Background: an optimization exercise with open tools, aiming at small area. Do not read the settings as production practice. Only simulation tests tie the RTL to the original design; equivalence was not proved. The clock port is modelled as an ideal driver; clocking choices that lean on that would not hold on a real chip. Power figures rest on the tool's default switching activity, not on a simulated workload.

// fifo_sync
module fifo_sync
  #(
    parameter DATA_WIDTH = 16,
    parameter FIFO_DEPTH = 16)
  (
    input clkIn,
    input rstIn,
    input wrEnIn,
    input rdEnIn,
    input [DATA_WIDTH-1:0] wrDataIn,
    output reg [DATA_WIDTH-1:0] rdDataOut,
    output isEmptyOut,
    output isFullOut);
Size in the first run: ~480 cells after synthesis, roughly 38 I/O pins.
clock: 6.0 ns
lec_check: 0
abc_area: 1
cap_margin: 20
core_margin: 2
core_utilization: 65
gpl_timing_driven: 0
place_density: 0.75
slew_margin: 20
standard.sh (not shown) runs the stock make flow with config.mk's settings and CLKGATE_MAP_FILE= SYNTH_SCRIPT=/design/flow/synth_recipe.tcl, a recipe that flattens the netlist after the stock synthesis.
==> flow/flow/run.sh <==
#!/bin/bash
# Own layout flow: the standard flow (standard.sh) with these changes.
#  1. Synthesis runs ORFS's synthesis script unchanged, with the ABC area
#     script replaced by flow/abc_area.script.
#  2. The combinational logic is then replaced by a hand-placed netlist:
#     flow/gen_hand.py writes the read multiplexer, decoder and flags as
#     library cells (the counter stays behavioural and yosys/ABC maps it).
#     Its registers carry the names and cell types of the standard
#     synthesis; if they differ from the netlist of step 1, step 1's
#     netlist is kept.
#  3. Ports are buffered with buf_1 instead of the default buffer cell.
#  4. CTS uses clkbuf_8 with no dummy loads; flow/upsize_clk.tcl then turns
#     any clkbuf_8 whose flip-flops see a high clock slew into a clkbuf_16.
# Each tool's output goes to a log file of its own in this folder.
set -euo pipefail
HERE=$(pwd)
YOSYS=${YOSYS_EXE:-yosys}
LIB=$FLOW_HOME/platforms/sky130hd/lib/sky130_fd_sc_hd__tt_025C_1v80.lib
RES=$HERE/orfs/results/sky130hd/fifo_sync/base

# 1. synthesis with our ABC script
mkdir -p "$HERE/scripts_alt"
for f in "$FLOW_HOME"/scripts/*; do
  ln -sf "$f" "$HERE/scripts_alt/$(basename "$f")"
done
rm -f "$HERE/scripts_alt/abc_area.script"
cp "$HERE/flow/abc_area.script" "$HERE/scripts_alt/abc_area.script"
SCRIPTS_DIR="$HERE/scripts_alt" bash standard.sh synth > "$HERE/synth.log" 2>&1

# 2. hand-placed combinational logic
python3 "$HERE/flow/gen_hand.py" "$HERE/hand.v" > "$HERE/gen_hand.log" 2>&1
DU=$(grep -o 'sky130_fd_sc_hd__[a-z0-9_]*' "$FLOW_HOME/platforms/sky130hd/config.mk" | sort -u | sed 's/^/-dont_use /' | tr '\n' ' ')
cat > "$HERE/hand_map.ys" <<EOY
read_liberty -lib $LIB
read_verilog $HERE/hand.v
hierarchy -top fifo_sync
proc
flatten
opt
wreduce
alumacc
opt
techmap
opt
abc -script $HERE/flow/abc_area.script -liberty $LIB $DU
opt_clean -purge
hilomap -singleton -hicell sky130_fd_sc_hd__conb_1 HI -locell sky130_fd_sc_hd__conb_1 LO
splitnets
opt_clean -purge
check -assert -mapped
stat -liberty $LIB
write_verilog -noattr -nohex -nodec $HERE/hand_mapped.v
EOY
"$YOSYS" -s "$HERE/hand_map.ys" > "$HERE/hand_map.log" 2>&1 || true
regs() { grep -E '^ *sky130_fd_sc_hd__[a-z0-9_]*df[a-z0-9_]* ' "$1" | awk '{print $1, $2}' | sort; }
cp "$RES/1_2_yosys.v" "$HERE/std_1_2_yosys.v"
if [[ -s "$HERE/hand_mapped.v" ]] && [[ "$(regs "$HERE/std_1_2_yosys.v")" == "$(regs "$HERE/hand_mapped.v")" ]]; then
  echo "using the hand-placed netlist" > "$HERE/netlist_choice.log"
  cp "$HERE/hand_mapped.v" "$RES/1_2_yosys.v"
  touch "$RES/1_2_yosys.v"
else
  echo "registers differ: keeping the synthesized netlist" > "$HERE/netlist_choice.log"
fi

# 3., 4. the rest of the standard flow
export BUFFER_PORTS_ARGS="-buffer_cell sky130_fd_sc_hd__buf_1"
export CTS_ARGS="-sink_clustering_enable -repair_clock_nets -dont_use_dummy_load -buf_list sky130_fd_sc_hd__clkbuf_8 -sink_clustering_size 18 -sink_clustering_max_diameter 60"
export POST_CTS_TCL="$HERE/flow/upsize_clk.tcl"
bash standard.sh finish > "$HERE/layout.log" 2>&1
Other scripts of this flow, unchanged in this note and not shown: flow/flow/abc_area.script, flow/flow/gen_hand.py, flow/flow/upsize_clk.tcl
Then changed:
--- a/flow/config.mk
+++ b/flow/config.mk
@@ -10,5 +10,5 @@
 export CORE_MARGIN = 2
-export CORE_UTILIZATION = 65
+export CORE_UTILIZATION = 70
 export GPL_TIMING_DRIVEN = 0
-export PLACE_DENSITY = 0.75
+export PLACE_DENSITY = 0.85
 export SLEW_MARGIN = 20
Synthesized area does not change. Via count rises by a few percent. Worst hold slack is worse by 15 ps.

Setup of job 6002:
Starting RTL as in the previous note.
Settings: LEC_CHECK=0, ABC_AREA=1, CAP_MARGIN=20, CORE_MARGIN=2, CORE_UTILIZATION=65, PLACE_DENSITY=0.75, SLEW_MARGIN=20; clock period 6.0 ns.
==> flow/flow/run.sh <==
#!/bin/bash
# Own layout flow: the standard flow (standard.sh) with these changes.
#  1. Synthesis runs ORFS's synthesis script unchanged, with the ABC area
#     script replaced by flow/abc_area.script.
#  2. The combinational logic is then replaced by a hand-placed netlist:
#     flow/gen_hand.py writes the read multiplexer, decoder and flags as
#     library cells (the counter stays behavioural and yosys/ABC maps it).
#     Its registers carry the names and cell types of the standard
#     synthesis; if they differ from the netlist of step 1, step 1's
#     netlist is kept.
#  3. Ports are buffered with buf_1 instead of the default buffer cell.
#  4. CTS uses clkbuf_8 with larger sink clusters and no dummy loads.
# Each tool's output goes to a log file of its own in this folder.
set -euo pipefail
HERE=$(pwd)
YOSYS=${YOSYS_EXE:-yosys}
LIB=$FLOW_HOME/platforms/sky130hd/lib/sky130_fd_sc_hd__tt_025C_1v80.lib
RES=$HERE/orfs/results/sky130hd/fifo_sync/base

# 1. synthesis with our ABC script
mkdir -p "$HERE/scripts_alt"
for f in "$FLOW_HOME"/scripts/*; do
  ln -sf "$f" "$HERE/scripts_alt/$(basename "$f")"
done
rm -f "$HERE/scripts_alt/abc_area.script"
cp "$HERE/flow/abc_area.script" "$HERE/scripts_alt/abc_area.script"
SCRIPTS_DIR="$HERE/scripts_alt" bash standard.sh synth > "$HERE/synth.log" 2>&1

# 2. hand-placed combinational logic
python3 "$HERE/flow/gen_hand.py" "$HERE/hand.v" > "$HERE/gen_hand.log" 2>&1
DU=$(grep -o 'sky130_fd_sc_hd__[a-z0-9_]*' "$FLOW_HOME/platforms/sky130hd/config.mk" | sort -u | sed 's/^/-dont_use /' | tr '\n' ' ')
cat > "$HERE/hand_map.ys" <<EOY
read_liberty -lib $LIB
read_verilog $HERE/hand.v
hierarchy -top fifo_sync
proc
flatten
opt
wreduce
alumacc
opt
techmap
opt
abc -script $HERE/flow/abc_area.script -liberty $LIB $DU
opt_clean -purge
hilomap -singleton -hicell sky130_fd_sc_hd__conb_1 HI -locell sky130_fd_sc_hd__conb_1 LO
splitnets
opt_clean -purge
check -assert -mapped
stat -liberty $LIB
write_verilog -noattr -nohex -nodec $HERE/hand_mapped.v
EOY
"$YOSYS" -s "$HERE/hand_map.ys" > "$HERE/hand_map.log" 2>&1 || true
regs() { grep -E '^ *sky130_fd_sc_hd__[a-z0-9_]*df[a-z0-9_]* ' "$1" | awk '{print $1, $2}' | sort; }
cp "$RES/1_2_yosys.v" "$HERE/std_1_2_yosys.v"
if [[ -s "$HERE/hand_mapped.v" ]] && [[ "$(regs "$HERE/std_1_2_yosys.v")" == "$(regs "$HERE/hand_mapped.v")" ]]; then
  echo "using the hand-placed netlist" > "$HERE/netlist_choice.log"
  cp "$HERE/hand_mapped.v" "$RES/1_2_yosys.v"
  touch "$RES/1_2_yosys.v"
else
  echo "registers differ: keeping the synthesized netlist" > "$HERE/netlist_choice.log"
fi

# 3., 4. the rest of the standard flow
export BUFFER_PORTS_ARGS="-buffer_cell sky130_fd_sc_hd__buf_1"
export CTS_ARGS="-sink_clustering_enable -repair_clock_nets -dont_use_dummy_load -buf_list sky130_fd_sc_hd__clkbuf_8 -sink_clustering_size 20 -sink_clustering_max_diameter 60"
bash standard.sh finish > "$HERE/layout.log" 2>&1
==> flow/flow/gen_hand.py <==
#!/usr/bin/env python3
"""Write a gate-level fifo_sync for sky130hd whose read multiplexer, decoder
and flags are placed by hand; the occupancy counter stays behavioural and is
mapped by yosys/ABC (see run.sh). The registers carry the names and cell
types that the standard synthesis of rtl/fifo_sync.v gives them.

usage: gen_hand.py OUT.v
"""
import sys

W, D = 16, 16
P = "sky130_fd_sc_hd__"
out = []
cells = 0


def cell(typ, pins):
    global cells
    cells += 1
    conns = ", ".join(".%s(%s)" % (p, n) for p, n in pins)
    out.append("  %s%s g%d (%s);" % (P, typ, cells, conns))


def R(k, b):
    return "\\fifoBuffer[%d][%d] " % (k, b)


out.append("module fifo_sync(clkIn, rstIn, wrEnIn, rdEnIn, wrDataIn, rdDataOut, isEmptyOut, isFullOut);")
out.append("  input clkIn; input rstIn; input wrEnIn; input rdEnIn;")
out.append("  input [15:0] wrDataIn;")
out.append("  output [15:0] rdDataOut; output isEmptyOut; output isFullOut;")
out.append("  wire [4:0] c;")
out.append("  wire [4:0] cNext;")
out.append("  wire fullN, wrAcc, rdAcc, hold;")
out.append("  wire c0n, c1n, c2n, c3n;")
out.append("  wire [3:0] plN, phN;")
out.append("  wire [15:0] sel;")
out.append("  wire [15:0] rdNext;")
for k in range(D):
    for b in range(W):
        out.append("  wire %s;" % R(k, b))

# registers, named as the standard synthesis names them
for k in range(D):
    for b in range(W):
        d = "wrDataIn[%d]" % b if k == 0 else R(k - 1, b)
        out.append("  %sedfxtp_1 \\fifoBuffer[%d][%d]$_DFFE_PP_  (.CLK(clkIn), .D(%s), .DE(wrAcc), .Q(%s));"
                   % (P, k, b, d, R(k, b)))
for b in range(W):
    out.append("  %sdfxtp_1 \\rdDataOut[%d]$_DFF_P_  (.CLK(clkIn), .D(rdNext[%d]), .Q(rdDataOut[%d]));"
               % (P, b, b, b))
for i in range(5):
    out.append("  %sdfxtp_1 \\lastIdx[%d]$_SDFFE_PP1P_  (.CLK(clkIn), .D(cNext[%d]), .Q(c[%d]));"
               % (P, i, i, i))

# flags: empty = c[4]; full = ~c[4] & (&c[3:0])
out.append("  assign isEmptyOut = c[4];")
cell("nand4_1", [("A", "c[0]"), ("B", "c[1]"), ("C", "c[2]"), ("D", "c[3]"), ("Y", "fullN")])
cell("nor2_1", [("A", "fullN"), ("B", "c[4]"), ("Y", "isFullOut")])
# wrAcc = wrEnIn & ~isFull ; rdAcc = rdEnIn & ~c[4] ; hold = ~rdAcc
cell("nor2b_1", [("A", "isFullOut"), ("B_N", "wrEnIn"), ("Y", "wrAcc")])
cell("nand2b_1", [("A_N", "c[4]"), ("B", "rdEnIn"), ("Y", "hold")])
cell("inv_1", [("A", "hold"), ("Y", "rdAcc")])

# read address decoder: sel[k] = rdAcc & (c[3:0] == k)
for i in range(4):
    cell("inv_1", [("A", "c[%d]" % i), ("Y", "c%dn" % i)])
for j in range(4):
    a = "c[0]" if j & 1 else "c0n"
    bb = "c[1]" if j & 2 else "c1n"
    cell("nand3_1", [("A", "rdAcc"), ("B", bb), ("C", a), ("Y", "plN[%d]" % j)])
for j in range(4):
    a = "c[2]" if j & 1 else "c2n"
    bb = "c[3]" if j & 2 else "c3n"
    cell("nand2_1", [("A", bb), ("B", a), ("Y", "phN[%d]" % j)])
for k in range(16):
    cell("nor2_1", [("A", "plN[%d]" % (k & 3)), ("B", "phN[%d]" % (k >> 2)), ("Y", "sel[%d]" % k)])

# read multiplexer with hold: rdNext = |(sel[k] & word k) | (hold & rdDataOut)
for b in range(W):
    ys = []
    for g in range(5):
        y = "m%d_%d" % (b, g)
        out.append("  wire %s;" % y)
        ks = [3 * g, 3 * g + 1, 3 * g + 2]
        cell("a222oi_1", [("A1", "sel[%d]" % ks[0]), ("A2", R(ks[0], b)),
                          ("B1", "sel[%d]" % ks[1]), ("B2", R(ks[1], b)),
                          ("C1", "sel[%d]" % ks[2]), ("C2", R(ks[2], b)), ("Y", y)])
        ys.append(y)
    y5 = "m%d_5" % b
    x = "m%d_x" % b
    out.append("  wire %s, %s;" % (y5, x))
    cell("a22oi_1", [("A1", "sel[15]"), ("A2", R(15, b)), ("B1", "hold"), ("B2", "rdDataOut[%d]" % b), ("Y", y5)])
    cell("nand4_1", [("A", ys[0]), ("B", ys[1]), ("C", ys[2]), ("D", ys[3]), ("Y", x)])
    cell("nand3b_1", [("A_N", x), ("B", ys[4]), ("C", y5), ("Y", "rdNext[%d]" % b)])

# occupancy counter (behavioural, mapped by ABC)
out.append("  assign cNext = rstIn ? 5'b11111 :")
out.append("                 (wrAcc & ~rdAcc) ? c + 5'd1 :")
out.append("                 (rdAcc & ~wrAcc) ? c - 5'd1 : c;")
out.append("endmodule")

open(sys.argv[1], "w").write("\n".join(out) + "\n")
Other scripts of this flow, unchanged in this note and not shown: flow/flow/abc_area.script
Changes in job 6701 relative to job 6002:
Settings: an added GPL_TIMING_DRIVEN of 0.
diff --git a/flow/flow/run.sh b/flow/flow/run.sh
--- a/flow/flow/run.sh
+++ b/flow/flow/run.sh
@@ -11,3 +11,4 @@
 #  3. Ports are buffered with buf_1 instead of the default buffer cell.
-#  4. CTS uses clkbuf_8 with larger sink clusters and no dummy loads.
+#  4. CTS uses clkbuf_4 with no dummy loads; flow/upsize_clk.tcl then turns
+#     any clkbuf_4 whose flip-flops see a high clock slew into a clkbuf_8.
 # Each tool's output goes to a log file of its own in this folder.
@@ -65,3 +66,4 @@
 export BUFFER_PORTS_ARGS="-buffer_cell sky130_fd_sc_hd__buf_1"
-export CTS_ARGS="-sink_clustering_enable -repair_clock_nets -dont_use_dummy_load -buf_list sky130_fd_sc_hd__clkbuf_8 -sink_clustering_size 20 -sink_clustering_max_diameter 60"
+export CTS_ARGS="-sink_clustering_enable -repair_clock_nets -dont_use_dummy_load -buf_list sky130_fd_sc_hd__clkbuf_4 -sink_clustering_size 9 -sink_clustering_max_diameter 45"
+export POST_CTS_TCL="$HERE/flow/upsize_clk.tcl"
 bash standard.sh finish > "$HERE/layout.log" 2>&1
diff --git a/flow/flow/gen_hand.py b/flow/flow/gen_hand.py
--- a/flow/flow/gen_hand.py
+++ b/flow/flow/gen_hand.py
@@ -33,3 +33,4 @@
 out.append("  wire [4:0] cNext;")
-out.append("  wire fullN, wrAcc, rdAcc, hold;")
+out.append("  wire fullN, wrAcc, wrAccB, rdAcc, hold;")
+out.append("  wire [15:0] de;")
 out.append("  wire c0n, c1n, c2n, c3n;")
@@ -46,4 +47,4 @@
         d = "wrDataIn[%d]" % b if k == 0 else R(k - 1, b)
-        out.append("  %sedfxtp_1 \\fifoBuffer[%d][%d]$_DFFE_PP_  (.CLK(clkIn), .D(%s), .DE(wrAcc), .Q(%s));"
-                   % (P, k, b, d, R(k, b)))
+        out.append("  %sedfxtp_1 \\fifoBuffer[%d][%d]$_DFFE_PP_  (.CLK(clkIn), .D(%s), .DE(de[%d]), .Q(%s));"
+                   % (P, k, b, d, b, R(k, b)))
 for b in range(W):
@@ -63,2 +64,8 @@
 cell("inv_1", [("A", "hold"), ("Y", "rdAcc")])
+
+# write enable tree: one buf_1 per bit column (the 16 words' flip-flops of
+# that bit, which also share the column's shift chain and multiplexer)
+cell("buf_2", [("A", "wrAcc"), ("X", "wrAccB")])
+for b in range(W):
+    cell("buf_1", [("A", "wrAccB"), ("X", "de[%d]" % b)])
 
==> flow/flow/upsize_clk.tcl (new file) <==
estimate_parasitics -placement
set limit 0.105
set changed 0
foreach inst [get_cells *] {
  if { [get_property $inst ref_name] ne "sky130_fd_sc_hd__clkbuf_4" } { continue }
  set worst 0
  foreach opin [get_pins -of_objects $inst -filter "direction==output"] {
    foreach p [get_pins -of_objects [get_nets -of_objects $opin] -filter "direction==input"] {
      set s [get_property $p slew_max]
      if { $s > $worst } { set worst $s }
    }
  }
  if { $worst > $limit } {
    replace_cell $inst sky130_fd_sc_hd__clkbuf_8
    incr changed
  }
}
puts "upsize_clk: $changed clock buffers upsized to clkbuf_8 (limit $limit ns)"
if { $changed } {
  detailed_placement
  estimate_parasitics -placement
}
--- outcome ---
Job 6701: full flow OK, the timing, design-rule and antenna checks passed. In job 6701 relative to job 6002, synthesized area had gone up slightly. Job 6701 vs. job 6002: clock skew went down by 0.0052 ns. Looking at height of the chip, job 6701 sits 0.42 um higher than job 6002 does. The overall power consumption of job 6701 exceeds that of job 6002 by 3.4%. Looking at total of clock buffers placed in the layout, job 6701 sits above job 6002. Comparing job 6701 and job 6002, layout buffer count excluding clock buffers is higher on job 6701.
What job 3195 does differently from job 6701 at the input level:
diff --git a/flow/flow/run.sh b/flow/flow/run.sh
--- a/flow/flow/run.sh
+++ b/flow/flow/run.sh
@@ -11,4 +11,4 @@
 #  3. Ports are buffered with buf_1 instead of the default buffer cell.
-#  4. CTS uses clkbuf_4 with no dummy loads; flow/upsize_clk.tcl then turns
-#     any clkbuf_4 whose flip-flops see a high clock slew into a clkbuf_8.
+#  4. CTS uses clkbuf_8 with no dummy loads; flow/upsize_clk.tcl then turns
+#     any clkbuf_8 whose flip-flops see a high clock slew into a clkbuf_16.
 # Each tool's output goes to a log file of its own in this folder.
@@ -66,3 +66,3 @@
 export BUFFER_PORTS_ARGS="-buffer_cell sky130_fd_sc_hd__buf_1"
-export CTS_ARGS="-sink_clustering_enable -repair_clock_nets -dont_use_dummy_load -buf_list sky130_fd_sc_hd__clkbuf_4 -sink_clustering_size 9 -sink_clustering_max_diameter 45"
+export CTS_ARGS="-sink_clustering_enable -repair_clock_nets -dont_use_dummy_load -buf_list sky130_fd_sc_hd__clkbuf_8 -sink_clustering_size 20 -sink_clustering_max_diameter 60"
 export POST_CTS_TCL="$HERE/flow/upsize_clk.tcl"
diff --git a/flow/flow/gen_hand.py b/flow/flow/gen_hand.py
--- a/flow/flow/gen_hand.py
+++ b/flow/flow/gen_hand.py
@@ -83,3 +83,3 @@
 for k in range(16):
-    cell("nor2_1", [("A", "plN[%d]" % (k & 3)), ("B", "phN[%d]" % (k >> 2)), ("Y", "sel[%d]" % k)])
+    cell("nor2_2", [("A", "plN[%d]" % (k & 3)), ("B", "phN[%d]" % (k >> 2)), ("Y", "sel[%d]" % k)])
 
@@ -100,4 +100,4 @@
     cell("a22oi_1", [("A1", "sel[15]"), ("A2", R(15, b)), ("B1", "hold"), ("B2", "rdDataOut[%d]" % b), ("Y", y5)])
-    cell("nand4_1", [("A", ys[0]), ("B", ys[1]), ("C", ys[2]), ("D", ys[3]), ("Y", x)])
-    cell("nand3b_1", [("A_N", x), ("B", ys[4]), ("C", y5), ("Y", "rdNext[%d]" % b)])
+    cell("and3_1", [("A", ys[0]), ("B", ys[1]), ("C", ys[2]), ("X", x)])
+    cell("nand4_1", [("A", x), ("B", ys[3]), ("C", ys[4]), ("D", y5), ("Y", "rdNext[%d]" % b)])
 
==> flow/flow/upsize_clk.tcl <==
estimate_parasitics -placement
set limit 0.108
set changed 0
foreach inst [get_cells *] {
  if { [get_property $inst ref_name] ne "sky130_fd_sc_hd__clkbuf_8" } { continue }
  set worst 0
  foreach opin [get_pins -of_objects $inst -filter "direction==output"] {
    foreach p [get_pins -of_objects [get_nets -of_objects $opin] -filter "direction==input"] {
      set s [get_property $p slew_max]
      if { $s > $worst } { set worst $s }
    }
  }
  if { $worst > $limit } {
    replace_cell $inst sky130_fd_sc_hd__clkbuf_16
    incr changed
  }
}
puts "upsize_clk: $changed clock buffers upsized to clkbuf_16 (limit $limit ns)"
if { $changed } {
  detailed_placement
  estimate_parasitics -placement
}
Findings:
When job 3195 is set beside job 6701, its final cell count turns out to be 34 smaller.
Cmp job 3195 and job 6701 / final cell utilization of the core / higher: job 6701
Lower total global routing track utilization was reported by job 3195, not job 6701.
Met1 layer wirelength in the final routing (lower): job 3195
The insertion delay of the later-clocked pin in the worst-skew pair in job 3195 was lower than what job 6701 gave.
Sequential share of layout area: lower on job 6701
Job 6701 vs job 3195, master of the slowest instance on the critical path: or3_1 vs nor2_2
On height of the die, job 3195 tracks job 6701 almost exactly.
Compared with job 6701, job 3195 shows a lower total placed instance area.
Input-level comparison between job 982 and job 3195:
diff --git a/flow/flow/run.sh b/flow/flow/run.sh
--- a/flow/flow/run.sh
+++ b/flow/flow/run.sh
@@ -66,3 +66,3 @@
 export BUFFER_PORTS_ARGS="-buffer_cell sky130_fd_sc_hd__buf_1"
-export CTS_ARGS="-sink_clustering_enable -repair_clock_nets -dont_use_dummy_load -buf_list sky130_fd_sc_hd__clkbuf_8 -sink_clustering_size 20 -sink_clustering_max_diameter 60"
+export CTS_ARGS="-sink_clustering_enable -repair_clock_nets -dont_use_dummy_load -buf_list sky130_fd_sc_hd__clkbuf_8 -sink_clustering_size 18 -sink_clustering_max_diameter 60"
 export POST_CTS_TCL="$HERE/flow/upsize_clk.tcl"
diff --git a/flow/flow/gen_hand.py b/flow/flow/gen_hand.py
--- a/flow/flow/gen_hand.py
+++ b/flow/flow/gen_hand.py
@@ -103,6 +103,9 @@
 
-# occupancy counter (behavioural, mapped by ABC)
-out.append("  assign cNext = rstIn ? 5'b11111 :")
-out.append("                 (wrAcc & ~rdAcc) ? c + 5'd1 :")
-out.append("                 (rdAcc & ~wrAcc) ? c - 5'd1 : c;")
+# occupancy counter (behavioural, mapped by ABC): bit i toggles on a lone
+# write when the bits below are all ones, on a lone read when all zeros
+out.append("  wire inc = wrAcc & hold;")
+out.append("  wire dec = rdAcc & ~wrAcc;")
+out.append("  wire [4:0] up = {inc & c[0] & c[1] & c[2] & c[3], inc & c[0] & c[1] & c[2], inc & c[0] & c[1], inc & c[0], inc};")
+out.append("  wire [4:0] dn = {dec & c0n & c1n & c2n & c3n, dec & c0n & c1n & c2n, dec & c0n & c1n, dec & c0n, dec};")
+out.append("  assign cNext = {5{rstIn}} | (c ^ (up | dn));")
 out.append("endmodule")
[summary]
- Lower power attributed to sequential cells goes to job 3195 over job 982.
- On job 982: net count of the mapped netlist is 6 lower than what job 3195 gave.
- Of job 982 and job 3195, it is job 982 that has the lower met3 layer wire length in the routed design.
- The higher fraction of area in registers of job 3195 and job 982 is in job 982.
- Going from job 3195 to job 982, the first-pass GRT wire length was found to have gone down by 820 um.
- Job 3195 has a higher global-route usage than job 982.
- Met3 routing resource usage after global routing, job 3195 and job 982: higher on job 3195
- Data required time of the critical path: job 982 vs job 3195 — no meaningful difference
- Max freq job 3195 -> job 982: degraded
- Total power of the final layout (job 982 vs. job 3195) decreases by a few percent

afterwards: timing with drivers on the ports:
In the flow no input, the clock included, has a driving cell. The finished layouts below were timed again as built, in two steps. Step 1: set_driving_cell puts a clkbuf_16 on clkIn and a buf_2 on each other input, an assumption about the parent block. Step 2 adds t to the input delays and takes it off the output delays; t is the mean of the earliest and latest rising clock arrival at the registers after step 1. Input paths then give back, and output paths get back, about the clock's delay inside the block. a / b / c = no drivers / after step 1 / after step 2; a / b = the first two.
run | t (ns) | slack for setup (ns) | hold slack, ns | worst setup path after step 2 | worst slew at a driven data input, ns
the first run of note 1 | 0.522 | 2.325 / 2.340 / 1.818 | 0.428 / 0.428 / 0.428 | input to register | 0.03
the second run of note 1 | 0.537 | 2.512 / 2.526 / 1.989 | 0.413 / 0.413 / 0.413 | input to register | 0.04
job 6002 | 0.529 | 2.617 / 2.637 / 2.108 | 0.377 / 0.377 / 0.377 | input to register | 0.03
job 6701 | 0.573 | 2.914 / 2.925 / 2.352 | 0.409 / 0.409 / 0.409 | input to register | 0.04
job 3195 | 0.543 | 2.401 / 2.418 / 1.874 | 0.415 / 0.415 / 0.415 | input to register | 0.03
job 982 | 0.539 | 2.364 / 2.381 / 1.842 | 0.406 / 0.406 / 0.406 | input to register | 0.03
After both steps every run listed still meets setup and hold. The setup slack of job 6701, which loses most, moves by +0.011 ns with the drivers and by -0.562 ns with both steps.
